Background: an optimization exercise with open tools, aiming at small area and a short achievable clock period. Do not read the settings as production practice.
Function was checked by simulation only, so behaviour that the tests miss may differ from the original.

## flow/design.v (module list and top-level ports; edited modules follow where they fit)
// module VAR_LZC: 137 lines
// module fma: 86 lines
// module fma_s0: 900 lines
// module fma_s1: 1306 lines
// module fma_s2: 40 lines
module fma #(
    parameter       WORDWIDTH = 32,
    parameter       EXPONENTWIDTH = 8,
    parameter       MANTISSAWIDTH = 23
)(
    input wire                   clk_I,
    input wire                   rst_n_I,
    input wire [WORDWIDTH-1:0]   operand_a_I,
    input wire [WORDWIDTH-1:0]   operand_b_I,
    input wire [WORDWIDTH-1:0]   operand_c_I,
    input wire [2:0]             rnd_mode,
    input                        gate,
    output wire [WORDWIDTH-1:0]  result_O,
    output wire                  flag_overflow_O,
    output wire                  flag_underflow_O,
    output wire                  done_valid_O
);
  // ...
==> flow/flow/run.sh <==
#!/bin/bash
set -euo pipefail
MARGIN=$(cat flow/margin.txt)
bash standard.sh SETUP_SLACK_MARGIN="$MARGIN" \
  BUFFER_PORTS_ARGS="-buffer_cell sky130_fd_sc_hd__buf_2" finish > standard_flow.log 2>&1
==> flow/flow/margin.txt <==
13
==> flow/standard.sh <==
#!/bin/bash
# synth_recipe.tcl (not shown) runs the flow's synth.tcl, then flattens the netlist and writes it again
# the make line also repeats each setting of config.mk as NAME=value (left out here)
make -C /OpenROAD-flow-scripts/flow DESIGN_CONFIG=/design/flow/config.mk WORK_HOME=/design/flow/orfs CLKGATE_MAP_FILE= SYNTH_SCRIPT=/design/flow/synth_recipe.tcl "${@:-finish}"
==> flow/config.mk <==
export PLATFORM = sky130hd
export DESIGN_NAME = fma
export DESIGN_NICKNAME = fma
export VERILOG_FILES = /design/flow/design.v
export SDC_FILE = /design/flow/constraint.sdc
export NUM_CORES = 4
export LEC_CHECK = 0
export ABC_AREA = 1
export CAP_MARGIN = 20
export CORE_MARGIN = 2
export CORE_UTILIZATION = 40
export SLEW_MARGIN = 20
==> flow/constraint.sdc <==
create_clock -name core_clock -period 22.0 [get_ports {clk_I}]
set_input_delay 4.4000 -clock core_clock [delete_from_list [all_inputs] [get_ports {clk_I}]]
set_output_delay 4.4000 -clock core_clock [all_outputs]
set_load 0.01 [all_outputs]
==> results by group, run 1 <==
Run status
  • Status: failed layout checks
  • SO Faults: max-capacitance violations, max-slew violations

Clock tree
  • Clk sinks: roughly 250
  • CTS tree: yes
  • Post-CTS setup buffers: 44

Synthesis
  • Most instantiated cells after synthesis: 1,533 x nand2_1, 1,083 x inv_1, 544 x nand3_1
  • YS warnings: 2
  • Most common cell in the netlist: nand2_1
  • Multiplexer share of the synthesized area: 0.3968%
  • Adder-cell area share of the yosys netlist: 22.51%
  • Post-synth top area share: 16.77%

Timing
  • Slew @ Worst Pin: 1789 ps
  • Fin. max-slew vios: 6
  • Slew margin rel.: -20.53%
  • Setup violators final: 0
  • Unrepaired setup endpoints after global routing: true
  • Period utilization: 41.25%

Detailed routing
  • Initial DRC Count: ~5,200
  • Routed wire length per instance: 23.03 um

Setup path
  • Setup crit start: operand_c_I[30]
  • CP Capture Type: flip-flop
  • Slowest stage delay, CP: 400 ps
  • Worst EP required: 22,450 ps
  • Levels on crit path: 43
  • CP Max Fanout: 8
  • CP max-delay cell: nor4_4

Cells and area
  • Fin util: 45.20%
  • Fillers: 11,220
  • Most frequent cells in the layout: 1,500 x nand2_1, 1,068 x inv_1, 539 x nand3_1
  • Fraction of area in registers: 10.83%
  • Inverters: 1,143

Global routing
  • Met1 Usage GRT: ~44%

Floorplanning
  • TAP cells: 1,403

Job
  • Number of max-cap violations: 1
==> run 2, diff against run 1 <==
--- a/flow/design.v
+++ b/flow/design.v
@@ -1816,24 +1816,20 @@
   assign x_0[75] = a_p[75] ^ (a_G247 | a_P247);
   assign x_m1[76] = a_p[76] ^ a_G209;
   assign x_0[76] = a_p[76] ^ (a_G209 | a_P209);
   assign x_m1[77] = a_p[77] ^ a_G248;
   assign x_0[77] = a_p[77] ^ (a_G248 | a_P248);
 wire        neg  = r1_eff_sub & x_0[77];
 wire [75:0] sum  = neg ? ~x_m1[75:0] : x_0[75:0];
 assign sgn_r = neg ? r1_sgn_c : r1_sgn_p;
-wire [5:0]  lzc_p, lzc_n;
-wire        no_one_p, no_one_n;
-VAR_LZC #(.C_WIDTH(51), .C_LEADONE_WIDTH(6)) u_lzc_p (.data_I(x_0[50:0]), .leading_one_O(lzc_p), .no_one_O(no_one_p));
-VAR_LZC #(.C_WIDTH(51), .C_LEADONE_WIDTH(6)) u_lzc_n (.data_I(~x_m1[50:0]), .leading_one_O(lzc_n), .no_one_O(no_one_n));
-wire [5:0]  lzc  = neg ? lzc_n : lzc_p;
-wire        ok_p = |(x_0[50:0] & lim_mask);
-wire        ok_n = |(~x_m1[50:0] & lim_mask);
-wire        lz_ok = cond_a & (neg ? ok_n : ok_p);
+wire [5:0]  lzc;
+wire        no_one;
+VAR_LZC #(.C_WIDTH(51), .C_LEADONE_WIDTH(6)) u_lzc (.data_I(sum[50:0]), .leading_one_O(lzc), .no_one_O(no_one));
+wire        lz_ok = cond_a & |(sum[50:0] & lim_mask);
 wire [75:0] sum_rev;
 generate for (gk = 0; gk < 76; gk = gk + 1) begin : g_rev
   assign sum_rev[gk] = x_0[75 - gk];
 end endgenerate
 wire [6:0]  tz;
 wire        sum_zero;
   wire z_z0_0 = ~(sum_rev[75] | sum_rev[74]);
   wire z_c0_0 = ~sum_rev[75];
==> run 2 against run 1 <==
Net effect: the run now finishes clean; worst setup slack better by 300 ps; flip-flop and latch count unchanged; maximum frequency grew 3.4%; final cell count shrank 4.9%; cell area shrank 3.8%; hold slack gained 0.68 ps; area after synthesis down 2.5%; count of clock-buffer cells in the layout decreased by 7; critical path depth fell by 7; largest cell class unchanged.
==> results by group, run 2 <==
Timing
  • Slew margin rel.: 16.11% (+37 points)
  • Achievable Freq: 113.9 MHz
  • Slew @ Worst Pin: 1249 ps (-540.3 ps)
  • Period utilization: 39.91% (-1.3 points)
  • Setup violators final: 0 (unchanged)
  • Hold Violations, Final: 0
  • Unrepaired setup endpoints after global routing: true
  • Hold Worst Slack: ~400 ps
  • Setup TNS: 0 ps
  • Fin. max-slew vios: 0 (-6)
  • Crit path time final: 8779 ps
  • Skew final: 34.28 ps

Detailed routing
  • Routed wire length per instance: 22.76 um (-1.1%)
  • Met3 WL post-DR: 15.13 mm
  • Top sig layer: met5
  • Antenna viol nets, final: 0
  • Via count: 43,960
  • Total wire length: around 180 mm
  • Initial DRC Count: 4,545 (-12%)
  • Wire length on met2: 76.14 mm
  • DR pass1 iterations: 6
  • Drt drc: 0
  • Routed vias/inst: roughly 5.7
  • M1 WL: 73.41 mm

Clock tree
  • Skew-Pair Late Insertion Delay: 620 ps
  • Clock buffer count from CTS: 30
  • Clk slew on worst S/H paths: ~60 ps
  • CTS tree: yes
  • Clk sinks: 251 (unchanged)
  • H-tree Lvls: 1
  • Root Buffer: clkbuf_16
  • Clk buf depth: 3
  • Post-CTS Hold Buffers: 0

Global routing
  • Global-route wire length before repair: between 200 and 300 mm
  • GRT overflow: 0
  • Overall routing resource usage: 31.77%
  • Initial antenna violation count: 4
  • Largest net degree at the start of global routing: 93
  • Vias in the first global route: between 40,000 and 50,000

Synthesis
  • Ys async rst share: around 16%
  • #FFs+latches synth: approximately 250
  • Most common cell in the netlist: nand2_1
  • Synth top area cells: fa_1 17%, nand2_1 12%, dfxtp_1 10%
  • Synth area leader: fa_1
  • YS warnings: 2 (unchanged)
  • Syn Nets: 6,981
  • EDFF count, synth: 0
  • Seq/Total Area, Yosys: 12.43%
  • Average size of a mapped cell: around 6.7 um^2
  • Post-synth top area share: 17.21% (+0.43 points)
  • Synth Flop Type: dfxtp_1
  • Synthesized cell area: 0.04212 mm^2
  • Post-Synthesis Cells: 6,319
  • Most instantiated cells after synthesis: 1,293 x nand2_1, 985 x inv_1, 492 x nor2_1
  • Cell variety after synth: 70

Placement
  • Post-DP HPWL: ~140 mm
  • Placement Cell Area: 0.04377 mm^2
  • Global placement routability congestion: 1.022
  • IO Port Bufs: 136
  • Post-Place Cells: ~7,600

Floorplanning
  • Die width: 328.5 um
  • Core area: approximately 0.10 mm^2
  • Cell Rows: between 100 and 150
  • I/O Pins: about 140
  • Die H: 328.5 um
  • Initial Util: 40.18%
  • Die Area: 0.1079 mm^2

Cells and area
  • Post-layout net count: 6,999
  • Max reg flops: just under 80
  • Fin area: approximately 0.047 mm^2
  • Layout cells sized above 1: 10.42%
  • Register with the most flip-flops: r1_q
  • Biggest registers after layout: r1_q (77), r1_t_nc (49), r1_s_nc (48)
  • Most frequent cells in the layout: 1,280 x nand2_1, 963 x inv_1, 475 x nand3_1
  • Fillers: 11,240 (+0.12%)
  • Area taken by multi-input logic gates: 0.03242 mm^2
  • Final std cells w/o fill: 7,754
  • Syn-to-layout area delta: 10.49%
  • Register Area: approximately 0.0053 mm^2
  • Commonest non-fill, non-tap cell in the layout: nand2_1

Min path
  • Worst hold path type: flip-flop to flip-flop

Setup path
  • Slowest stage delay, CP: 370 ps (-30 ps)
  • Most used cell, CP: nand2_1
  • Family with the most delay on the worst path: buffers and inverters
  • CP Max Fanout: 18 (+10)
  • Crit path DAT: 9260 ps
  • CP Capture Type: flip-flop
  • Worst setup SP type: input port
  • Worst EP required: 22,480 ps (+30 ps)
  • Critical path class: input port to flip-flop
  • CP max-delay cell: fa_2
  • Worst Path Buf+Inv: 12

Run status
  • Status: timing/DRC/antenna clean

Job
  • Number of max-cap violations: 0 (-1)
## run 2: cell types whose count changed after synthesis, moves of 24 or more
| cell | change |
|---|---|
| nand3_1 | -66 |
| inv_1 | -98 |
| nor2_2 | -24 |
| xor2_1 | +29 |
| nand2_1 | -240 |
| a21oi_1 | +35 |
## run 2: final timing paths
kind / start / endpoint / slack, ps / depth (start not counted)
setup / recovery: operand_a_I[24] / r1_q[12] / 13220 / 36
hold / removal: r1_valid / r2_valid / 400 / 0
setup reg to reg: r1_q[30] / r2_ab[0] / 13350 / 50
hold reg to reg: r1_valid / r2_valid / 400 / 0
max in group asynchronous: rst_n_I / r1_valid / 17420 / 1
min in group asynchronous: rst_n_I / r2_em[4] / 3960 / 1
## run 2: worst reg2reg max path: cells and delay by family (launching register included)
family | cells | cell delay [ps]
simple gates | 30 | 4250
fa+ha+maj | 4 | 1660
buf+inv | 11 | 1340
compound gates | 4 | 730
flops | 1 | 380
xor+xnor | 1 | 240
## run 2: area by class of cell
class / instances / share of cell area [%]
clock inverters: 19 / 0.5835
flip-flops and latches: 251 / 11.33
repair inverters: 9 / 0.1479
well taps: 1391 / 3.740
repair buffers: 266 / 4.033
inverters: 1041 / 8.599
multi-input cells: 4738 / 69.66
diodes: 2 / 0.01076
clock buffers: 37 / 1.893
## run 2: per-stage QoR
stage | setup slack [ps] | utilization [%]
after floorplan | 13010 | -
after global placement | 10310 | 41.76
after detailed placement | 10210 | 41.76
after CTS | 13000 | 43.57
after global routing | 12950 | 44.39
final | 13220 | 44.39
## run 2: repair_timing
| item | CTS | global route |
|---|---|---|
| cloned | 17 | 4 |
| setup buffers | 29 | 28 |
| pin swaps | 18 | 43 |
| endpoints found under the setup margin | 117 | 116 |
| gates resized for setup | 110 | 223 |
## run 2: cells by family (layout without fill, tap and decap cells)
group / Yosys count / after routing / share of synthesized area, %
AOI/OAI and AO/OA: 1099 / 1102 / 14.97
xor gates and xnor gates: 455 / 455 / 9.462
adders and majority gates: 560 / 560 / 23.09
buffers and inverters: 1339 / 1372 / 12.50
DFF: 251 / 251 / 12.43
muxes: 12 / 12 / 0.2852
other: 1 / 3 / 0.008904
and+or+nand+nor: 2602 / 2608 / 27.26
## run 2: routing by layer
layer | vias to the layer above | GRT usage (%)
met5 | - | 0.1331
met4 | 2 | 17.36
met3 | 510 | 4.957
met2 | 2269 | 49.24
met1 | 20750 | 42.33
li1 | 20430 | -
==> run 3, diff against run 2 <==
==> flow/flow/run.sh (replaced) <==
#!/bin/bash
# Layout: the standard flow (standard.sh) with these changes:
# - the input and output port buffers are sky130_fd_sc_hd__buf_2 cells.
set -euo pipefail
MARGIN=$(cat flow/margin.txt)
bash standard.sh SETUP_SLACK_MARGIN="$MARGIN" SKIP_GATE_CLONING=1 \
  BUFFER_PORTS_ARGS="-buffer_cell sky130_fd_sc_hd__buf_2" finish > standard_flow.log 2>&1
==> run 3 against run 2 <==
Net effect: highest routed layer unchanged; flip-flop and latch count stayed put; global-route usage fell by 0.16 points; still clean; critical endpoint is now r1_q[74]; worst setup slack improved by 2.7 ps; routed wire length fell by 0.64%; area after synthesis stayed put; cell area is 0.66% lower; critical path type unchanged; register-to-register slack worse by 20 ps.
==> results by group, run 3 <==
Job
  • Number of max-cap violations: 0 (unchanged)

Synthesis
  • Ys async rst share: 16.33% (unchanged)
  • Post-synth top area share: 17.21% (unchanged)
  • Most common cell in the netlist: nand2_1
  • Syn Nets: 6,981 (unchanged)
  • Average size of a mapped cell: 6.665 um^2 (unchanged)
  • Synth Flop Type: dfxtp_1
  • Most instantiated cells after synthesis: 1,293 x nand2_1, 985 x inv_1, 492 x nor2_1
  • #FFs+latches synth: 251 (unchanged)
  • YS warnings: 2 (unchanged)
  • Synth top area cells: fa_1 17%, nand2_1 12%, dfxtp_1 10%
  • Post-Synthesis Cells: 6,319 (unchanged)
  • Cell variety after synth: 70 (unchanged)
  • EDFF count, synth: 0 (unchanged)
  • Seq/Total Area, Yosys: 12.43% (unchanged)
  • Synthesized cell area: 0.04212 mm^2 (unchanged)
  • Synth area leader: fa_1

Timing
  • Slew margin rel.: 21.44% (+5.3 points)
  • Achievable Freq: 113.9 MHz (about the same)
  • Skew final: 32.94 ps (-1.342 ps)
  • Period utilization: 39.89% (about the same)
  • Hold Violations, Final: 0 (unchanged)
  • Fin. max-slew vios: 0 (unchanged)
  • Setup violators final: 0 (unchanged)
  • Crit path time final: 8777 ps (-2.700 ps)
  • Setup TNS: 0 ps (unchanged)
  • Slew @ Worst Pin: 1164 ps (-85.19 ps)
  • Unrepaired setup endpoints after global routing: true
  • Hold Worst Slack: 399.2 ps (+0.5250 ps)

Placement
  • Placement Cell Area: 0.04377 mm^2 (unchanged)
  • Global placement routability congestion: 1.022 (unchanged)
  • Post-DP HPWL: 138.4 mm (unchanged)
  • IO Port Bufs: 136 (unchanged)

Run status
  • Status: timing/DRC/antenna clean

Global routing
  • Vias in the first global route: 41,570 (-0.50%)
  • Largest net degree at the start of global routing: 92 (-1.1%)
  • Global-route wire length before repair: 260.2 mm (-0.54%)
  • GRT overflow: 0 (unchanged)
  • Initial antenna violation count: 4 (unchanged)
  • Overall routing resource usage: 31.61% (-0.16 points)

Setup path
  • FF-to-FF Start: r1_q[30]
  • R2R Setup Slk: 13,330 ps (-20 ps)
  • Cells on worst reg2reg path: 49 (-2.0%)
  • CP max-delay cell: fa_2
  • CP Max Fanout: 7 (-11)
  • Most used cell, CP: nand2_1
  • Slowest stage delay, CP: 350 ps (-20 ps)
  • Crit path DAT: 9250 ps (about the same)
  • Reg2reg end: r2_rs
  • Setup crit start: operand_c_I[25]
  • Worst setup SP type: input port
  • Worst EP required: 22,480 ps (about the same)
  • Critical path class: input port to flip-flop
  • CP Capture Type: flip-flop

Cells and area
  • Commonest non-fill, non-tap cell in the layout: nand2_1
  • Fin util: 44.10% (-0.29 points)
  • Max reg flops: 77 (unchanged)
  • Most frequent cells in the layout: 1,280 x nand2_1, 965 x inv_1, 476 x nand3_1
  • Layout cells sized above 1: 9.953% (-0.47 points)
  • Fillers: 11,250 (+0.13%)
  • Biggest registers after layout: r1_q (77), r1_t_nc (49), r1_s_nc (48)
  • Syn-to-layout area delta: 9.762%
  • Post-layout net count: 6,978 (-0.30%)
  • Fin area: 0.04623 mm^2 (-0.66%)
  • Register with the most flip-flops: r1_q

Floorplanning
  • Core area: 0.1048 mm^2 (unchanged)
  • Cell Rows: 119 (unchanged)
  • I/O Pins: 137 (unchanged)
  • Die width: 328.5 um (unchanged)
  • Die Area: 0.1079 mm^2 (unchanged)
  • Initial Util: 40.18% (unchanged)
  • Die H: 328.5 um (unchanged)

Detailed routing
  • Drt drc: 0 (unchanged)
  • Routed vias/inst: 5.665 (about the same)
  • Initial DRC Count: 4,507 (-0.84%)
  • DR pass1 iterations: 7 (+1)
  • Antenna viol nets, final: 0 (unchanged)
  • Routed wire length per instance: 22.68 um (-0.37%)
  • Total wire length: 175.4 mm (-0.64%)
  • Via count: 43,810 (-0.34%)

Clock tree
  • Clock buffer count from CTS: 30 (unchanged)
  • Skew-Pair Late Insertion Delay: 620 ps (about the same)
  • Clk buf depth: 3 (unchanged)
  • Post-CTS Hold Buffers: 0 (unchanged)
  • Clk slew on worst S/H paths: 60 ps (about the same)
  • Clk sinks: 251 (unchanged)
  • H-tree Lvls: 1 (unchanged)
  • CTS tree: yes
  • Root Buffer: clkbuf_16

Min path
  • Worst hold path type: flip-flop to flip-flop
  • Min-Delay Startpoint: r1_valid
  • WHS Endpoint: r2_valid
  • Hold Crit Depth: 0 (unchanged)
[run 3: changes by cell type in the layout (fill, tap and decap cells not counted), sizes merged]
cell      change
buf           -2
inv           +1
bufbuf        -2
nor2          -2
clkbuf        +1
a21oi         -3
clkinv        -1
clkinvlp      -9
nand2         -4
[run 3: kinds of logic (layout without fill, tap and decap cells)]
kind of cell	Yosys count	in the layout	share of synthesized area, %
AOI/OAI and AO/OA	1099	1099	14.97
xor gates and xnor gates	455	455	9.462
adders and majority gates	560	560	23.09
buffers and inverters	1339	1360	12.50
DFF	251	251	12.43
muxes	12	12	0.2852
other	1	3	0.008904
and+or+nand+nor	2602	2602	27.26
[run 3: worst max path at each step]
stage               end  slack, ps  cells past startpoint
6_report       r1_q[74]      13220                     34
3_5_place_dp   r1_q[43]      10210                     33
5_1_grt           r2_rs      12890                     52
2_1_floorplan  r1_q[43]      13010                     36
3_3_place_gp   r1_q[43]      10310                     29
4_1_cts        r1_q[50]      13000                     35
[run 3: area by class of cell]
class,count,area [um^2],share of cell area (%)
Antenna cell,2,5.005,0.01083
Timing Repair Buffer,263,1846,3.992
Clock inverter,19,271.5,0.5873
Tap cell,1391,1740,3.765
Inverter,1041,3994,8.639
Multi-Input combinational cell,4729,32220,69.70
Clock buffer,37,880.8,1.905
Sequential cell,251,5273,11.41
[run 3: per-stage QoR]
stage          instances  setup slack, ps
3_3_place_gp        7617            10310
2_1_floorplan       6319            13010
3_5_place_dp        7617            10210
5_1_grt             7732            12890
4_1_cts             7701            13000
6_report            7733            13220
[run 3: critical path: cells and delay by family]
| kind | cells | cell delay, ps |
|---|---|---|
| AOI/OAI and AO/OA | 10 | 1490 |
| and+or+nand+nor | 13 | 1470 |
| adders and majority gates | 3 | 730 |
| buffers and inverters | 6 | 690 |
| xor gates and xnor gates | 1 | 270 |
| muxes | 1 | 170 |
[run 3: what timing repair did]
item	CTS	global route
gates cloned	0	0
setup endpoints to repair	117	116
resized for setup	92	203
endpoints found under the hold margin	0	0
pin swaps	12	36
buffers inserted	28	29
[run 3: per-layer routing]
| layer | track usage, % | routed length [um] |
|---|---|---|
| met1 | 42.24 | 73560 |
| met2 | 48.71 | 75800 |
| met3 | 4.854 | 14310 |
| met4 | 17.68 | 11690 |
| met5 | 0.1331 | 22 |
==> run 4, diff against run 3 <==
==> flow/flow/margin.txt (replaced) <==
12.75
==> run 4 against run 3 <==
Net effect: via count fell by 0.16%; non-clock buffer count fell by 9; core utilization fell by 0.46 points; routed wire length barely moved; first-iteration DRC count rose by 13%; synthesized cell count did not move; final cell count fell by 0.18%; cell area fell by 1.0%; register-to-register slack got worse by 350 ps; still clean on timing, DRC and antenna.
==> results by group, run 4 <==
Cells and area
  • Most frequent cells in the layout: 1,283 x nand2_1, 974 x inv_1, 480 x nor2_1
  • Fin area: 0.04575 mm^2 (-1.0%)
  • Area taken by multi-input logic gates: 0.03197 mm^2 (-0.77%)
  • Post-layout net count: 6,967 (-0.16%)
  • Commonest non-fill, non-tap cell in the layout: nand2_1
  • Biggest registers after layout: r1_q (77), r1_t_nc (49), r1_s_nc (48)
  • Register Area: 0.005256 mm^2 (-0.31%)
  • Register with the most flip-flops: r1_q
  • Max reg flops: 77 (unchanged)
  • Final std cells w/o fill: 7,719 (-0.18%)
  • Syn-to-layout area delta: 8.612%
  • Layout cells sized above 1: 8.789% (-1.2 points)
  • Fin util: 43.64% (-0.46 points)
  • Fillers: 11,190 (-0.52%)

Detailed routing
  • Antenna viol nets, final: 0 (unchanged)
  • Initial DRC Count: 5,110 (+13%)
  • Routed wire length per instance: 22.71 um (+0.12%)
  • Total wire length: 175.3 mm (about the same)
  • DR pass1 iterations: 9 (+2)
  • Routed vias/inst: 5.667 (about the same)
  • Drt drc: 0 (unchanged)
  • Via count: 43,740 (-0.16%)

Timing
  • Skew final: 26.00 ps (-6.937 ps)
  • Slew @ Worst Pin: 1199 ps (+35.49 ps)
  • Setup TNS: 0 ps (unchanged)
  • Achievable Freq: 110.9 MHz (-2.7%)
  • Period utilization: 40.99% (+1.1 points)
  • Crit path time final: 9018 ps (+241.7 ps)
  • Fin. max-slew vios: 0 (unchanged)
  • Hold Violations, Final: 0 (unchanged)
  • Hold Worst Slack: 399.8 ps (+0.5510 ps)
  • Unrepaired setup endpoints after global routing: true
  • Slew margin rel.: 19.45% (-2.0 points)
  • Setup violators final: 0 (unchanged)
  • Setup WS post-layout: 12,980 ps (-241.7 ps)

Synthesis
  • Seq/Total Area, Yosys: 12.43% (unchanged)
  • Cell variety after synth: 70 (unchanged)
  • Post-Synthesis Cells: 6,319 (unchanged)
  • Synthesized cell area: 0.04212 mm^2 (unchanged)
  • Most common cell in the netlist: nand2_1
  • Syn Nets: 6,981 (unchanged)
  • EDFF count, synth: 0 (unchanged)
  • YS warnings: 2 (unchanged)
  • Synth top area cells: fa_1 17%, nand2_1 12%, dfxtp_1 10%
  • Most instantiated cells after synthesis: 1,293 x nand2_1, 985 x inv_1, 492 x nor2_1
  • Ys async rst share: 16.33% (unchanged)
  • Average size of a mapped cell: 6.665 um^2 (unchanged)
  • Synth area leader: fa_1
  • Synth Flop Type: dfxtp_1
  • #FFs+latches synth: 251 (unchanged)
  • Post-synth top area share: 17.21% (unchanged)

Setup path
  • Levels on crit path: 53 (+56%)
  • Slowest stage delay, CP: 610 ps (+260 ps)
  • Worst setup SP type: flip-flop
  • Reg2reg end: r2_rs
  • FF-to-FF Start: r1_q[30]
  • Critical path class: flip-flop to flip-flop
  • CP Capture Type: flip-flop
  • Cells on worst reg2reg path: 53 (+8.2%)
  • Setup crit start: r1_q[30]
  • Crit path DAT: 9550 ps (+300 ps)
  • Worst Path Buf+Inv: 9 (+3)
  • Family with the most delay on the worst path: simple AND/OR/NAND/NOR gates
  • Worst EP required: 22,530 ps (+50 ps)
  • R2R Setup Slk: 12,980 ps (-350 ps)
  • Setup crit end: r2_rs
  • CP max-delay cell: fa_2
  • CP Max Fanout: 24 (+17)
  • Most used cell, CP: nand2_1

Floorplanning
  • Initial Util: 40.18% (unchanged)
  • Die width: 328.5 um (unchanged)
  • Cell Rows: 119 (unchanged)
  • Die H: 328.5 um (unchanged)
  • Core area: 0.1048 mm^2 (unchanged)
  • I/O Pins: 137 (unchanged)
  • Die Area: 0.1079 mm^2 (unchanged)

Min path
  • Min-Delay Startpoint: r1_valid
  • Worst hold path type: flip-flop to flip-flop

Global routing
  • Overall routing resource usage: 31.64% (about the same)
  • Initial antenna violation count: 3 (-1)
  • GRT overflow: 0 (unchanged)
  • Vias in the first global route: 41,790 (+0.52%)
  • Global-route wire length before repair: 260.4 mm (about the same)
  • Largest net degree at the start of global routing: 78 (-15%)

Clock tree
  • CTS tree: yes
  • H-tree Lvls: 1 (unchanged)
  • Clk slew on worst S/H paths: 60 ps (about the same)
  • Clk sinks: 251 (unchanged)
  • Skew-Pair Late Insertion Delay: 610 ps (about the same)
  • Post-CTS Hold Buffers: 0 (unchanged)
  • Root Buffer: clkbuf_16
  • Clock buffer count from CTS: 28 (-6.7%)
  • Clk buf depth: 3 (unchanged)

Job
  • Number of max-cap violations: 0 (unchanged)

Placement
  • Post-place setup slack: 10,160 ps (-47.60 ps)
  • Post-Place Cells: 7,621 (+0.053%)
  • Global placement routability congestion: 1.069 (+4.6%)
  • Placement Cell Area: 0.04379 mm^2 (about the same)
  • Post-DP HPWL: 137.5 mm (-0.65%)
  • IO Port Bufs: 136 (unchanged)

Run status
  • Status: timing/DRC/antenna clean
run 4: cell count changes in the layout (fill, tap and decap cells not counted), sizes merged:
| cell | previous run | this run |
|---|---|---|
| inv | 1022 | 1021 |
| clkinv | 26 | 27 |
| clkinvlp | 8 | 6 |
| clkbuf | 39 | 35 |
| buf | 261 | 254 |
| bufinv | 4 | 3 |
run 4: cells by family after synthesis:
logic type	share of synthesized area, %
fa+ha+maj	23.09
buf+inv	12.50
simple gates	27.26
compound gates	14.97
other cells	0.008904
mux	0.2852
xor+xnor	9.462
flops	12.43
run 4: worst min path at each step:
stage                     to  slack (ps)  cells past startpoint
floorplan           r2_valid         370                      0
global placement    r2_valid         390                      0
detailed placement  r2_valid         390                      0
CTS                 r2_valid         400                      0
global route        r2_valid         420                      0
finish              r2_valid         400                      0
run 4: repair_timing:
item,4_1_cts,5_1_grt
endpoints found under the setup margin,122,113
gates resized for setup,65,127
pin swaps,5,22
setup buffers,12,33
run 4: layer usage:
layer | up-vias | track usage, % | routed length [um]
met5 | - | 0 | 0
met4 | 0 | 17.36 | 11420
met3 | 490 | 4.722 | 15220
met2 | 2223 | 48.97 | 75800
met1 | 20670 | 42.35 | 72830
li1 | 20350 | - | -
run 4: layout make-up:
class / instances / area share [%]
Inverter: 1041 / 8.731
Timing Repair Buffer: 254 / 3.906
Multi-Input combinational cell: 4729 / 69.89
Antenna cell: 2 / 0.01094
Clock inverter: 16 / 0.4404
Clock buffer: 35 / 1.723
Tap cell: 1391 / 3.805
Sequential cell: 251 / 11.49
==> run 5, diff against run 4 <==
==> flow/flow/margin.txt (replaced) <==
13.25
==> run 5 against run 4 <==
Net effect: global-route usage rose by 0.84 points; via count grew 1.7%; count of clock-buffer cells in the layout up 1; routed wire length is 4.6% higher; sequential share of layout area decreased by 0.48 points; clock skew grew 3.0 ps; still clean.
==> results by group, run 5 <==
Setup path
  • Slowest stage delay, CP: 390 ps (-220 ps)
  • Cells on worst reg2reg path: 47 (-11%)
  • Worst setup SP type: input port
  • CP max-delay cell: fa_2
  • Most used cell, CP: o21ai_2
  • CP Capture Type: flip-flop
  • Crit path DAT: 9340 ps (-210 ps)
  • Worst EP required: 22,540 ps (about the same)
  • Critical path class: input port to flip-flop
  • CP Max Fanout: 7 (-71%)

Job
  • Number of max-cap violations: 0 (unchanged)

Detailed routing
  • DR pass1 iterations: 7 (-2)
  • Drt drc: 0 (unchanged)
  • Total wire length: 183.2 mm (+4.6%)
  • Via count: 44,500 (+1.7%)
  • Antenna viol nets, final: 0 (unchanged)
  • Routed vias/inst: 5.700 (+0.59%)
  • Routed wire length per instance: 23.47 um (+3.4%)
  • Initial DRC Count: 4,845 (-5.2%)

Global routing
  • Initial antenna violation count: 3 (unchanged)
  • Global-route wire length before repair: 266.1 mm (+2.2%)
  • GRT overflow: 0 (unchanged)
  • Vias in the first global route: 41,880 (+0.22%)
  • Overall routing resource usage: 32.48% (+0.84 points)
  • Largest net degree at the start of global routing: 75 (-3.8%)

Cells and area
  • Register Area: 0.005288 mm^2 (+0.60%)
  • Final std cells w/o fill: 7,807 (+1.1%)
  • Layout cells sized above 1: 14.15% (+5.4 points)
  • Commonest non-fill, non-tap cell in the layout: nand2_1
  • Max reg flops: 77 (unchanged)
  • Area taken by multi-input logic gates: 0.03324 mm^2 (+4.0%)
  • Most frequent cells in the layout: 1,233 x nand2_1, 959 x inv_1, 471 x nand3_1
  • Register with the most flip-flops: r1_q
  • Post-layout net count: 7,055 (+1.3%)
  • Biggest registers after layout: r1_q (77), r1_t_nc (49), r1_s_nc (48)
  • Syn-to-layout area delta: 13.97%
  • Fillers: 10,980 (-1.9%)

Synthesis
  • Synthesized cell area: 0.04212 mm^2 (unchanged)
  • Most common cell in the netlist: nand2_1
  • Synth top area cells: fa_1 17%, nand2_1 12%, dfxtp_1 10%
  • Post-Synthesis Cells: 6,319 (unchanged)
  • #FFs+latches synth: 251 (unchanged)
  • Synth Flop Type: dfxtp_1
  • Seq/Total Area, Yosys: 12.43% (unchanged)
  • Ys async rst share: 16.33% (unchanged)
  • Synth area leader: fa_1
  • YS warnings: 2 (unchanged)
  • Syn Nets: 6,981 (unchanged)
  • Post-synth top area share: 17.21% (unchanged)
  • EDFF count, synth: 0 (unchanged)
  • Most instantiated cells after synthesis: 1,293 x nand2_1, 985 x inv_1, 492 x nor2_1
  • Cell variety after synth: 70 (unchanged)
  • Average size of a mapped cell: 6.665 um^2 (unchanged)

Clock tree
  • Clock buffer count from CTS: 29 (+3.6%)
  • Skew-Pair Late Insertion Delay: 600 ps (about the same)
  • Clk slew on worst S/H paths: 60 ps (about the same)
  • H-tree Lvls: 1 (unchanged)
  • Root Buffer: clkbuf_16
  • Clk buf depth: 3 (unchanged)
  • CTS tree: yes
  • Post-CTS Hold Buffers: 0 (unchanged)
  • Clk sinks: 251 (unchanged)

Min path
  • Worst hold path type: flip-flop to flip-flop
  • Hold Crit Depth: 0 (unchanged)

Floorplanning
  • Die H: 328.5 um (unchanged)
  • Initial Util: 40.18% (unchanged)
  • Die width: 328.5 um (unchanged)
  • Cell Rows: 119 (unchanged)
  • I/O Pins: 137 (unchanged)
  • Die Area: 0.1079 mm^2 (unchanged)
  • Core area: 0.1048 mm^2 (unchanged)

Timing
  • Fin. max-slew vios: 0 (unchanged)
  • Hold Violations, Final: 0 (unchanged)
  • Setup TNS: 0 ps (unchanged)
  • Period utilization: 40.02% (-0.97 points)
  • Achievable Freq: 113.6 MHz (+2.4%)
  • Setup violators final: 0 (unchanged)
  • Unrepaired setup endpoints after global routing: true
  • Slew margin rel.: 26.37% (+6.9 points)
  • Skew final: 29.00 ps (+3.002 ps)
  • Crit path time final: 8805 ps (-212.9 ps)
  • Slew @ Worst Pin: 1098 ps (-101.5 ps)

Placement
  • Post-Place Cells: 7,622 (+0.013%)
  • Post-DP HPWL: 141.7 mm (+3.0%)
  • Global placement routability congestion: 1.030 (-3.6%)
  • IO Port Bufs: 136 (unchanged)

Run status
  • Status: timing/DRC/antenna clean
run 5: cell counts after synthesis:
Identical to the previous run, type by type.
run 5: kinds of logic (layout without fill, tap and decap cells):
kind of cell | Yosys count | after routing | synth area share, %
simple gates | 2602 | 2602 | 27.26
buf+inv | 1339 | 1435 | 12.50
compound gates | 1099 | 1099 | 14.97
fa+ha+maj | 560 | 560 | 23.09
xor+xnor | 455 | 455 | 9.462
flops | 251 | 251 | 12.43
mux | 12 | 12 | 0.2852
other cells | 1 | 2 | 0.008904
run 5: worst paths after layout:
path | start | slack, ps | end
worst min-delay path | r1_valid | 400 | r2_valid
worst max-delay path | operand_c_I[25] | 13190 | r1_q[54]
worst max register to register | r1_q[0] | 13450 | r2_rs
worst min register to register | r1_valid | 400 | r2_valid
min in group asynchronous | rst_n_I | 3960 | r2_em[4]
max in group asynchronous | rst_n_I | 17430 | r2_em[28]
run 5: what timing repair did:
action,CTS,global route
gates cloned,0,0
endpoints found under the setup margin,118,120
gates resized for setup,148,505
pin swaps,24,123
buffers inserted,34,95
run 5: final cells by class:
class / instances / area share [%]
multi-input cells: 4729 / 69.24
flip-flops and latches: 251 / 11.01
inverters: 1041 / 8.411
clock inverters: 17 / 0.3493
repair buffers: 341 / 5.706
diodes: 1 / 0.005213
well taps: 1391 / 3.626
clock buffers: 36 / 1.650
run 5: critical path, delay by kind of cell:
kind / cells / cell delay (ps)
buffers and inverters: 10 / 1070
AOI/OAI and AO/OA: 9 / 1280
xor gates and xnor gates: 1 / 200
muxes: 1 / 120
and+or+nand+nor: 10 / 1070
adders and majority gates: 4 / 1190
run 5: routing by layer:
layer | vias up | global-route usage [%] | share of wire [%]
li1 | 20530 | - | -
met1 | 21200 | 43.72 | 42
met2 | 2255 | 49.95 | 43
met3 | 506 | 5.313 | 8.9
met4 | 4 | 17.04 | 6.4
met5 | - | 0 | 0.0098
run 5: stage by stage:
stage | area (um^2) | worst slack (ps) | hold WS [ps] | util [%]
global placement | 43850 | 10890 | 394.6 | 41.84
CTS | 45590 | 13210 | 411.2 | 43.49
global route | 48000 | 12930 | 418.5 | 45.80
detailed placement | 43850 | 10740 | 397.4 | 41.84
floorplan | 42240 | 13250 | 374.7 | -
finish | 48000 | 13190 | 403.1 | 45.80
==> module fma, before the edit <==
module fma #(
    parameter       WORDWIDTH = 32,
    parameter       EXPONENTWIDTH = 8,
    parameter       MANTISSAWIDTH = 23
)(
    input wire                   clk_I,
    input wire                   rst_n_I,
    input wire [WORDWIDTH-1:0]   operand_a_I,
    input wire [WORDWIDTH-1:0]   operand_b_I,
    input wire [WORDWIDTH-1:0]   operand_c_I,
    input wire [2:0]             rnd_mode,
    input                        gate,
    output wire [WORDWIDTH-1:0]  result_O,
    output wire                  flag_overflow_O,
    output wire                  flag_underflow_O,
    output wire                  done_valid_O
);
wire [47:0] pp_s_nc;
reg  [47:0] r1_s_nc;
wire [48:0] pp_t_nc;
reg  [48:0] r1_t_nc;
wire [76:0] q_hi;
wire        st_align, eff_sub, sgn_p, sgn_c, nan_any;
wire [9:0]  sw_raw, ep;
wire [7:0]  ec1;
fma_s0 u_s0 (
  .operand_a_I(operand_a_I), .operand_b_I(operand_b_I), .operand_c_I(operand_c_I),
  .pp_s_nc(pp_s_nc), .pp_t_nc(pp_t_nc),
  .q_hi(q_hi), .st_align(st_align), .eff_sub(eff_sub),
  .sgn_p(sgn_p), .sgn_c(sgn_c), .nan_any(nan_any), .sw_raw(sw_raw), .ep(ep), .ec1(ec1)
);
reg [76:0] r1_q;
reg        r1_st, r1_eff_sub, r1_sgn_p, r1_sgn_c, r1_nan;
reg [9:0]  r1_sw, r1_ep;
reg [7:0]  r1_ec1;
reg [2:0]  r1_rnd;
reg        r1_valid, r1_rst;
always @(posedge clk_I) begin
  r1_s_nc <= pp_s_nc; r1_t_nc <= pp_t_nc; r1_q <= q_hi;
  r1_st <= st_align; r1_eff_sub <= eff_sub; r1_sgn_p <= sgn_p; r1_sgn_c <= sgn_c;
  r1_nan <= nan_any; r1_sw <= sw_raw; r1_ep <= ep; r1_ec1 <= ec1;
  r1_rnd <= rnd_mode;
end
always @(posedge clk_I or negedge rst_n_I) begin
  if (~rst_n_I) begin
    r1_valid <= 1'b0;
    r1_rst   <= 1'b1;
  end else begin
    r1_valid <= ~gate;
    r1_rst   <= 1'b0;
  end
end
wire [30:0] em_i;
wire [2:0]  ab_i;
wire        rs_i, ovf_i, sgn_r;
fma_s1 u_s1 (
  .r1_s_nc(r1_s_nc), .r1_t_nc(r1_t_nc), .r1_q(r1_q),
  .r1_st(r1_st), .r1_eff_sub(r1_eff_sub), .r1_sgn_p(r1_sgn_p), .r1_sgn_c(r1_sgn_c),
  .r1_sw(r1_sw), .r1_ep(r1_ep), .r1_ec1(r1_ec1), .r1_rnd(r1_rnd),
  .em_i(em_i), .ab_i(ab_i), .rs_i(rs_i), .ovf_i(ovf_i), .sgn_r(sgn_r)
);
reg [30:0] r2_em;
reg [2:0]  r2_ab;    
reg        r2_rs, r2_ovf, r2_sgn, r2_zero, r2_valid;
always @(posedge clk_I or negedge rst_n_I) begin
  if (~rst_n_I) begin
    r2_em <= {8'd1, 23'd0}; r2_ab <= 3'd0; r2_rs <= 1'b0; r2_ovf <= 1'b0;
    r2_sgn <= 1'b0; r2_zero <= 1'b1;
  end else if (r1_rst) begin
    r2_em <= 31'd0; r2_ab <= 3'd0; r2_rs <= 1'b0; r2_ovf <= 1'b0;
    r2_sgn <= 1'b0; r2_zero <= 1'b0;
  end else if (r1_valid) begin
    r2_em <= em_i; r2_ab <= ab_i; r2_rs <= rs_i; r2_ovf <= ovf_i;
    r2_sgn <= sgn_r; r2_zero <= r1_nan;
  end
end
always @(posedge clk_I or negedge rst_n_I) begin
  if (~rst_n_I) r2_valid <= 1'b0;
  else          r2_valid <= r1_valid;
end
fma_s2 u_s2 (
  .r2_em(r2_em), .r2_ab(r2_ab), .r2_rs(r2_rs), .r2_ovf(r2_ovf), .r2_sgn(r2_sgn), .r2_zero(r2_zero),
  .result_O(result_O), .flag_overflow_O(flag_overflow_O), .flag_underflow_O(flag_underflow_O)
);
assign done_valid_O = r2_valid;
endmodule
==> module fma_s2, before the edit <==
module fma_s2 (
    input wire [30:0] r2_em,
    input wire [2:0]  r2_ab,
    input wire        r2_rs,
    input wire        r2_ovf,
    input wire        r2_sgn,
    input wire        r2_zero,
    output wire [31:0] result_O,
    output wire        flag_overflow_O,
    output wire        flag_underflow_O
);
wire [30:0] ones;
genvar gk;
generate for (gk = 0; gk < 31; gk = gk + 1) begin : g_ones
  if (gk == 0)
    assign ones[gk] = 1'b1;
  else if (gk < 8)
    assign ones[gk] = &r2_em[gk-1:0];
  else if (gk == 8)
    assign ones[gk] = r2_ab[0];
  else if (gk < 16)
    assign ones[gk] = r2_ab[0] & (&r2_em[gk-1:8]);
  else if (gk == 16)
    assign ones[gk] = r2_ab[0] & r2_ab[1];
  else if (gk < 23)
    assign ones[gk] = r2_ab[0] & r2_ab[1] & (&r2_em[gk-1:16]);
  else if (gk == 23)
    assign ones[gk] = &r2_ab;
  else
    assign ones[gk] = (&r2_ab) & (&r2_em[gk-1:23]);
end endgenerate
wire [30:0] em_o  = r2_em ^ (ones & {31{r2_rs}});
wire [7:0]  ex    = r2_em[30:23];
wire        cy_e  = r2_rs & ones[23];
wire        unf_o = cy_e ? (&ex) : ~|ex;
wire        ovf_o = cy_e ? (ex == 8'd254) : (&ex);
assign result_O         = (r2_zero | unf_o) ? 32'b0 : {r2_sgn, em_o};
assign flag_overflow_O  = r2_ovf | ovf_o;
assign flag_underflow_O = unf_o;
endmodule
==> run 6, diff against run 5 <==
--- a/flow/design.v
+++ b/flow/design.v
@@ -201,10 +201,8 @@
 reg [30:0] r2_em;
 reg [2:0]  r2_ab;    
-reg        r2_rs, r2_ovf, r2_sgn, r2_zero, r2_valid;
-always @(posedge clk_I or negedge rst_n_I) begin
-  if (~rst_n_I) begin
-    r2_em <= {8'd1, 23'd0}; r2_ab <= 3'd0; r2_rs <= 1'b0; r2_ovf <= 1'b0;
-    r2_sgn <= 1'b0; r2_zero <= 1'b1;
-  end else if (r1_rst) begin
+reg        r2_rs, r2_ovf, r2_sgn, r2_zero;
+reg        r2_on, r2_valid;
+always @(posedge clk_I) begin
+  if (r1_rst) begin
     r2_em <= 31'd0; r2_ab <= 3'd0; r2_rs <= 1'b0; r2_ovf <= 1'b0;
     r2_sgn <= 1'b0; r2_zero <= 1'b0;
@@ -215,9 +213,14 @@
 end
 always @(posedge clk_I or negedge rst_n_I) begin
-  if (~rst_n_I) r2_valid <= 1'b0;
-  else          r2_valid <= r1_valid;
+  if (~rst_n_I) begin
+    r2_on    <= 1'b0;
+    r2_valid <= 1'b0;
+  end else begin
+    r2_on    <= 1'b1;
+    r2_valid <= r1_valid;
+  end
 end
 fma_s2 u_s2 (
-  .r2_em(r2_em), .r2_ab(r2_ab), .r2_rs(r2_rs), .r2_ovf(r2_ovf), .r2_sgn(r2_sgn), .r2_zero(r2_zero),
+  .r2_em(r2_em), .r2_ab(r2_ab), .r2_rs(r2_rs), .r2_ovf(r2_ovf), .r2_sgn(r2_sgn), .r2_zero(r2_zero), .r2_on(r2_on),
   .result_O(result_O), .flag_overflow_O(flag_overflow_O), .flag_underflow_O(flag_underflow_O)
 );
@@ -2433,4 +2436,5 @@
     input wire        r2_sgn,
     input wire        r2_zero,
+    input wire        r2_on,
     output wire [31:0] result_O,
     output wire        flag_overflow_O,
@@ -2462,6 +2466,6 @@
 wire        unf_o = cy_e ? (&ex) : ~|ex;
 wire        ovf_o = cy_e ? (ex == 8'd254) : (&ex);
-assign result_O         = (r2_zero | unf_o) ? 32'b0 : {r2_sgn, em_o};
-assign flag_overflow_O  = r2_ovf | ovf_o;
-assign flag_underflow_O = unf_o;
+assign result_O         = (~r2_on | r2_zero | unf_o) ? 32'b0 : {r2_sgn, em_o};
+assign flag_overflow_O  = r2_on & (r2_ovf | ovf_o);
+assign flag_underflow_O = r2_on & unf_o;
 endmodule
==> flow/flow/margin.txt (replaced) <==
13
==> run 6 against run 5 <==
Net effect: area after synthesis decreased by 1.6%; cell area decreased by 2.8%; via count decreased by 1.5%; flip-flop and latch count increased by 1.
==> results by group, run 6 <==
Run status
  • Status: timing/DRC/antenna clean

Setup path
  • CP Capture Type: flip-flop
  • CP Max Fanout: 6 (-1)
  • Worst setup SP type: input port
  • Slowest stage delay, CP: 360 ps (-30 ps)
  • Worst EP required: 22,500 ps (-40 ps)
  • Crit path DAT: 9390 ps (+50 ps)
  • CP max-delay cell: fa_2
  • Critical path class: input port to flip-flop
  • Worst Path Buf+Inv: 7 (-3)
  • Family with the most delay on the worst path: compound AO/OA/AOI/OAI gates
  • Most used cell, CP: nand2_1

Timing
  • Hold Violations, Final: 0 (unchanged)
  • Slew @ Worst Pin: 1211 ps (+113.0 ps)
  • Fin. max-slew vios: 0 (unchanged)
  • Hold Worst Slack: 472.2 ps (+69.13 ps)
  • Unrepaired setup endpoints after global routing: true
  • Skew final: 33.48 ps (+4.474 ps)
  • Setup violators final: 0 (unchanged)
  • Period utilization: 40.40% (+0.37 points)
  • Setup TNS: 0 ps (unchanged)
  • Achievable Freq: 112.5 MHz (-0.93%)
  • Crit path time final: 8888 ps (+82.50 ps)
  • Slew margin rel.: 19.21% (-7.2 points)

Floorplanning
  • Die H: 325.9 um (-0.79%)
  • Initial Util: 40.16% (about the same)
  • Die Area: 0.1062 mm^2 (-1.6%)
  • Die width: 325.9 um (-0.79%)
  • I/O Pins: 137 (unchanged)
  • Core area: 0.1032 mm^2 (-1.5%)
  • Cell Rows: 118 (-0.84%)

Job
  • Number of max-cap violations: 0 (unchanged)

Clock tree
  • Root Buffer: clkbuf_16
  • Clk sinks: 252 (+0.40%)
  • Clk buf depth: 3 (unchanged)
  • Skew-Pair Late Insertion Delay: 590 ps (about the same)
  • Clock buffer count from CTS: 34 (+17%)
  • Clk slew on worst S/H paths: 60 ps (about the same)
  • Post-CTS Hold Buffers: 0 (unchanged)
  • H-tree Lvls: 2 (+1)
  • CTS tree: yes

Min path
  • Worst hold path type: flip-flop to flip-flop

Cells and area
  • Max reg flops: 77 (unchanged)
  • Biggest registers after layout: r1_q (77), r1_t_nc (49), r1_s_nc (48)
  • Post-layout net count: 6,962 (-1.3%)
  • Final std cells w/o fill: 7,705 (-1.3%)
  • Fillers: 10,920 (-0.54%)
  • Layout cells sized above 1: 11.69% (-2.5 points)
  • Area taken by multi-input logic gates: 0.03215 mm^2 (-3.3%)
  • Register with the most flip-flops: r1_q
  • Most frequent cells in the layout: 1,203 x nand2_1, 1,018 x inv_1, 517 x nor2_1
  • Fin area: 0.04667 mm^2 (-2.8%)
  • Register Area: 0.005119 mm^2 (-3.2%)
  • Syn-to-layout area delta: 12.59%
  • Commonest non-fill, non-tap cell in the layout: nand2_1

Synthesis
  • Seq/Total Area, Yosys: 12.22% (-0.20 points)
  • Post-synth top area share: 17.49% (+0.28 points)
  • Syn Nets: 6,922 (-0.85%)
  • EDFF count, synth: 0 (unchanged)
  • Most common cell in the netlist: nand2_1
  • Cell variety after synth: 68 (-2.9%)
  • Post-Synthesis Cells: 6,260 (-0.93%)
  • Synth top area cells: fa_1 17%, dfxtp_1 12%, nand2_1 11%
  • Synth Flop Type: dfxtp_1
  • Average size of a mapped cell: 6.621 um^2 (-0.67%)
  • YS warnings: 2 (unchanged)
  • Most instantiated cells after synthesis: 1,237 x nand2_1, 1,049 x inv_1, 546 x nor2_1
  • Synthesized cell area: 0.04145 mm^2 (-1.6%)
  • #FFs+latches synth: 252 (+0.40%)
  • Ys async rst share: 1.587% (-15 points)
  • Synth area leader: fa_1

Detailed routing
  • DR pass1 iterations: 10 (+3)
  • Drt drc: 0 (unchanged)
  • Routed vias/inst: 5.689 (-0.18%)
  • Antenna viol nets, final: 0 (unchanged)
  • Routed wire length per instance: 23.38 um (-0.39%)
  • Total wire length: 180.2 mm (-1.7%)
  • Initial DRC Count: 4,424 (-8.7%)
  • Via count: 43,840 (-1.5%)

Global routing
  • Vias in the first global route: 42,280 (+0.96%)
  • Initial antenna violation count: 3 (unchanged)
  • Global-route wire length before repair: 266.3 mm (about the same)
  • Overall routing resource usage: 32.83% (+0.36 points)
  • Largest net degree at the start of global routing: 54 (-28%)
  • GRT overflow: 0 (unchanged)

Placement
  • Placement Cell Area: 0.04318 mm^2 (-1.5%)
  • Global placement routability congestion: 1.048 (+1.7%)
  • Post-DP HPWL: 140.8 mm (-0.66%)
  • Post-Place Cells: 7,554 (-0.89%)
  • IO Port Bufs: 136 (unchanged)
-- run 6: timing repair --
item | 4_1_cts | 5_1_grt
setup buffers | 28 | 61
pin swaps | 11 | 72
setup endpoints to repair | 113 | 118
gates cloned | 0 | 0
gates resized for setup | 175 | 339
-- run 6: metal layers --
| metal | GRT usage (%) | part of all wire (%) |
|---|---|---|
| met5 | 0.6655 | 0.063 |
| met4 | 17.48 | 6.2 |
| met3 | 5.560 | 8.8 |
| met2 | 50.65 | 43 |
| met1 | 43.84 | 42 |
-- run 6: path summary, 6_finish.rpt --
| path | startpoint | to | slack (ps) | depth (start not counted) |
|---|---|---|---|---|
| worst max-delay path | operand_c_I[23] | r1_q[3] | 13110 | 35 |
| max in group asynchronous | rst_n_I | r1_rst | 18180 | 1 |
| worst min register to register | r2_ab[1] | r2_ab[1] | 470 | 2 |
| min in group asynchronous | rst_n_I | r2_on | 3620 | 1 |
| worst min-delay path | r2_ab[1] | r2_ab[1] | 470 | 2 |
| worst max register to register | r1_q[17] | r2_rs | 13270 | 50 |
-- run 6: area by class of cell --
cell class	count	area share, %
repair buffers	286	4.797
diodes	1	0.005362
clock inverters	19	0.5255
multi-input cells	4632	68.89
flip-flops and latches	252	10.97
well taps	1380	3.700
inverters	1094	9.127
clock buffers	41	1.987
-- run 6: kinds of logic (layout without fill, tap and decap cells) --
| group | count (synthesis) | after routing | share of synthesized area, % |
|---|---|---|---|
| adders and majority gates | 560 | 560 | 23.46 |
| xor gates and xnor gates | 462 | 462 | 9.763 |
| and+or+nand+nor | 2471 | 2471 | 25.55 |
| muxes | 19 | 19 | 0.4589 |
| buffers and inverters | 1376 | 1440 | 12.92 |
| AOI/OAI and AO/OA | 1118 | 1118 | 15.60 |
| other | 2 | 3 | 0.01812 |
| DFF | 252 | 252 | 12.22 |
-- run 6: tightest hold or removal path, cell delays in order, from the launching register on --
cell and delay [ps]:
dfxtp_1 310, nand2_1 60, a21oi_1 60
-- run 6: through the flow --
| stage | worst slack, ps | util, % |
|---|---|---|
| floorplan | 13010 | - |
| global placement | 9787 | 41.82 |
| detailed placement | 9638 | 41.84 |
| CTS | 12940 | 43.72 |
| global route | 12780 | 45.22 |
| finish | 13110 | 45.22 |
==> run 7, diff against run 6 <==
==> flow/flow/run.sh (replaced) <==
#!/bin/bash
set -euo pipefail
MARGIN=$(cat flow/margin.txt)
bash standard.sh SETUP_SLACK_MARGIN="$MARGIN" \
  BUFFER_PORTS_ARGS="-buffer_cell sky130_fd_sc_hd__buf_2" finish > standard_flow.log 2>&1
==> run 7 against run 6 <==
Net effect: clock skew down 1.5 ps; final cell count about the same; still clean.
==> results by group, run 7 <==
Global routing
  • Vias in the first global route: 42,460 (+0.42%)
  • Global-route wire length before repair: 267.1 mm (+0.32%)
  • GRT overflow: 0 (unchanged)
  • Initial antenna violation count: 2 (-1)
  • Overall routing resource usage: 32.94% (+0.11 points)
  • Largest net degree at the start of global routing: 54 (unchanged)

Synthesis
  • Post-synthesis simple-gate area fraction: 25.55% (unchanged)
  • Post-synth top area share: 17.49% (unchanged)
  • Multiplexer share of the synthesized area: 0.4589% (unchanged)
  • Ys async rst share: 1.587% (unchanged)
  • EDFF count, synth: 0 (unchanged)
  • Main combinational cell family by area after synthesis: simple AND/OR/NAND/NOR gates
  • Post-synthesis xor/xnor area fraction: 9.763% (unchanged)
  • Most common cell in the netlist: nand2_1
  • Synth top area cells: fa_1 17%, dfxtp_1 12%, nand2_1 11%
  • Average size of a mapped cell: 6.621 um^2 (unchanged)
  • Post-Synthesis Cells: 6,260 (unchanged)
  • YS warnings: 2 (unchanged)
  • Cell variety after synth: 68 (unchanged)
  • Seq/Total Area, Yosys: 12.22% (unchanged)
  • Most instantiated cells after synthesis: 1,237 x nand2_1, 1,049 x inv_1, 546 x nor2_1
  • #FFs+latches synth: 252 (unchanged)
  • Adder-cell area share of the yosys netlist: 23.46% (unchanged)
  • Syn Nets: 6,922 (unchanged)
  • Synth area leader: fa_1
  • Synth Flop Type: dfxtp_1
  • Synthesized cell area: 0.04145 mm^2 (unchanged)
  • Compound-Gate Fraction of Synth Area: 15.60% (unchanged)

Cells and area
  • Register with the most flip-flops: r1_q
  • Max reg flops: 77 (unchanged)
  • Commonest non-fill, non-tap cell in the layout: nand2_1
  • Post-layout net count: 6,965 (+0.043%)
  • Layout cells sized above 1: 11.71% (+0.026 points)
  • Biggest registers after layout: r1_q (77), r1_t_nc (49), r1_s_nc (48)
  • Fillers: 10,930 (+0.018%)
  • Syn-to-layout area delta: 12.50% (about the same)
  • Most frequent cells in the layout: 1,201 x nand2_1, 1,017 x inv_1, 521 x nor2_1

Setup path
  • Critical path class: flip-flop to flip-flop
  • Crit path DAT: 9360 ps (-30 ps)
  • CP Capture Type: flip-flop
  • CP max-delay cell: or3b_2
  • CP Max Fanout: 5 (-1)
  • R2R Setup Slk: 13,080 ps (-200 ps)
  • Setup crit start: r1_q[12]
  • Setup crit end: r2_rs
  • Cells on worst reg2reg path: 46 (-8.0%)
  • Reg2reg end: r2_rs
  • Worst EP required: 22,430 ps (-70 ps)
  • Slowest stage delay, CP: 520 ps (+160 ps)
  • FF-to-FF Start: r1_q[12]
  • Worst setup SP type: flip-flop
  • Most used cell, CP: nand2_1

Floorplanning
  • Die width: 325.9 um (unchanged)
  • Die Area: 0.1062 mm^2 (unchanged)
  • I/O Pins: 137 (unchanged)
  • Core area: 0.1032 mm^2 (unchanged)
  • Cell Rows: 118 (unchanged)
  • Initial Util: 40.16% (unchanged)
  • Die H: 325.9 um (unchanged)

Job
  • Number of max-cap violations: 0 (unchanged)

Timing
  • Slew @ Worst Pin: 1185 ps (-25.99 ps)
  • Achievable Freq: 112.0 MHz (-0.42%)
  • Setup TNS: 0 ps (unchanged)
  • Skew final: 32.01 ps (-1.470 ps)
  • Slew margin rel.: 20.94% (+1.7 points)
  • Hold Violations, Final: 0 (unchanged)
  • Setup violators final: 0 (unchanged)
  • Fin. max-slew vios: 0 (unchanged)
  • Crit path time final: 8925 ps (+37.20 ps)
  • Period utilization: 40.57% (+0.17 points)
  • Unrepaired setup endpoints after global routing: true

Detailed routing
  • Routed wire length per instance: 23.48 um (+0.41%)
  • Routed vias/inst: 5.703 (+0.23%)
  • Antenna viol nets, final: 0 (unchanged)
  • Total wire length: 181.0 mm (+0.45%)
  • Via count: 43,960 (+0.27%)
  • Drt drc: 0 (unchanged)
  • DR pass1 iterations: 6 (-4)
  • Initial DRC Count: 4,459 (+0.79%)

Placement
  • Post-DP HPWL: 140.8 mm (unchanged)
  • Global placement routability congestion: 1.048 (unchanged)
  • IO Port Bufs: 136 (unchanged)

Clock tree
  • Clk sinks: 252 (unchanged)
  • Skew-Pair Late Insertion Delay: 590 ps (about the same)
  • Post-CTS Hold Buffers: 0 (unchanged)
  • H-tree Lvls: 2 (unchanged)
  • Root Buffer: clkbuf_16
  • Clk slew on worst S/H paths: 60 ps (about the same)
  • CTS tree: yes
  • Clock buffer count from CTS: 34 (unchanged)
  • Clk buf depth: 3 (unchanged)

Run status
  • Status: timing/DRC/antenna clean

Min path
  • Worst hold path type: flip-flop to flip-flop
run 7: area by class of cell:
cell class / count / area [um^2] / area share, %
Inverter: 1094 / 4258 / 9.132
Timing Repair Buffer: 268 / 2037 / 4.369
Multi-Input combinational cell: 4643 / 32240 / 69.16
Sequential cell: 252 / 5115 / 10.97
Antenna cell: 1 / 2.502 / 0.005367
Clock buffer: 41 / 927.1 / 1.989
Clock inverter: 19 / 245.2 / 0.5260
Tap cell: 1380 / 1727 / 3.703
Timing Repair inverter: 10 / 68.82 / 0.1476
run 7: timing repair:
item | 4_1_cts | 5_1_grt
setup buffers | 27 | 38
setup endpoints to repair | 113 | 118
cloned | 13 | 15
gates resized for setup | 202 | 277
pin swaps | 17 | 56
run 7: worst min-delay path by stage:
stage | to | depth (start not counted) | from | slack, ps
2_1_floorplan | r2_valid | 0 | r1_valid | 350
3_3_place_gp | r2_ab[1] | 2 | r2_ab[1] | 460
3_5_place_dp | r2_ab[1] | 2 | r2_ab[1] | 460
4_1_cts | r2_em[16] | 2 | r2_em[16] | 470
5_1_grt | r2_ab[1] | 2 | r2_ab[1] | 510
6_report | r2_em[16] | 2 | r2_em[16] | 470
run 7: layer usage:
metal / global-route usage, % / part of all wire [%] / vias up
li1: - / - / 20200
met1: 43.74 / 41 / 20980
met2: 50.53 / 43 / 2250
met3: 5.852 / 8.7 / 520
met4: 18.31 / 6.6 / 4
met5: 0.6655 / 0.060 / -
run 7: stage by stage:
step / std cells / cell area [um^2] / setup slack, ps / hold WS [ps] / utilization, %
2_1_floorplan: 6260 / 41570 / 13010 / 351.9 / -
3_3_place_gp: 7553 / 43160 / 9787 / 458.0 / 41.82
4_1_cts: 7654 / 45320 / 13000 / 473.2 / 43.92
3_5_place_dp: 7554 / 43180 / 9638 / 462.6 / 41.84
6_report: 7708 / 46620 / 13080 / 472.0 / 45.18
5_1_grt: 7708 / 46620 / 12750 / 506.4 / 45.18
run 7: cells by family (layout without fill, tap and decap cells):
kind of cell | count (synthesis) | in the layout
xor gates and xnor gates | 462 | 462
AOI/OAI and AO/OA | 1118 | 1120
and+or+nand+nor | 2471 | 2480
buffers and inverters | 1376 | 1432
DFF | 252 | 252
adders and majority gates | 560 | 560
muxes | 19 | 19
other | 2 | 3
run 7: worst max-delay path: cells and delay by family, from the launching register on:
kind                       cells  cell delay (ps)
adders and majority gates      4             1550
DFF                            1              420
buffers and inverters          7              780
xor gates and xnor gates       1              150
AOI/OAI and AO/OA              9             1240
and+or+nand+nor               25             4630

-- static timing again, ports no longer ideal --
Ports are ideal in the flow. The routed layouts listed here were re-timed in OpenROAD. Step 1: set_driving_cell puts a clkbuf_16 on clk_I and a buf_2 on each other input, an assumption about the parent block. Step 2, shift: input delay + t, output delay - t, t = (earliest + latest rising clock arrival at the registers) / 2. This alone moves slack from input paths to output paths. Three values: ideal, step 1, step 2; two values: the first two.
run | shift t [ns] | slack for setup (ns) | worst slew at a driven data input, ns | pins driven straight from the clock port
run 1 | 0.661 | 12.924 / 12.950 / 12.289 | 0.08 | 1
run 2 | 0.672 | 13.221 / 13.271 / 12.599 | 0.08 | 1
run 3 | 0.672 | 13.224 / 13.278 / 12.606 | 0.08 | 1
run 4 | 0.674 | 12.982 / 12.982 / 12.435 | 0.09 | 1
run 5 | 0.659 | 13.195 / 13.222 / 12.563 | 0.09 | 1
run 6 | 0.643 | 13.112 / 13.134 / 12.491 | 0.07 | 1
run 7 | 0.637 | 13.075 / 13.075 / 12.568 | 0.07 | 1
The setup slack of run 1, which loses most, moves by +0.026 ns with the drivers and by -0.635 ns with both steps.
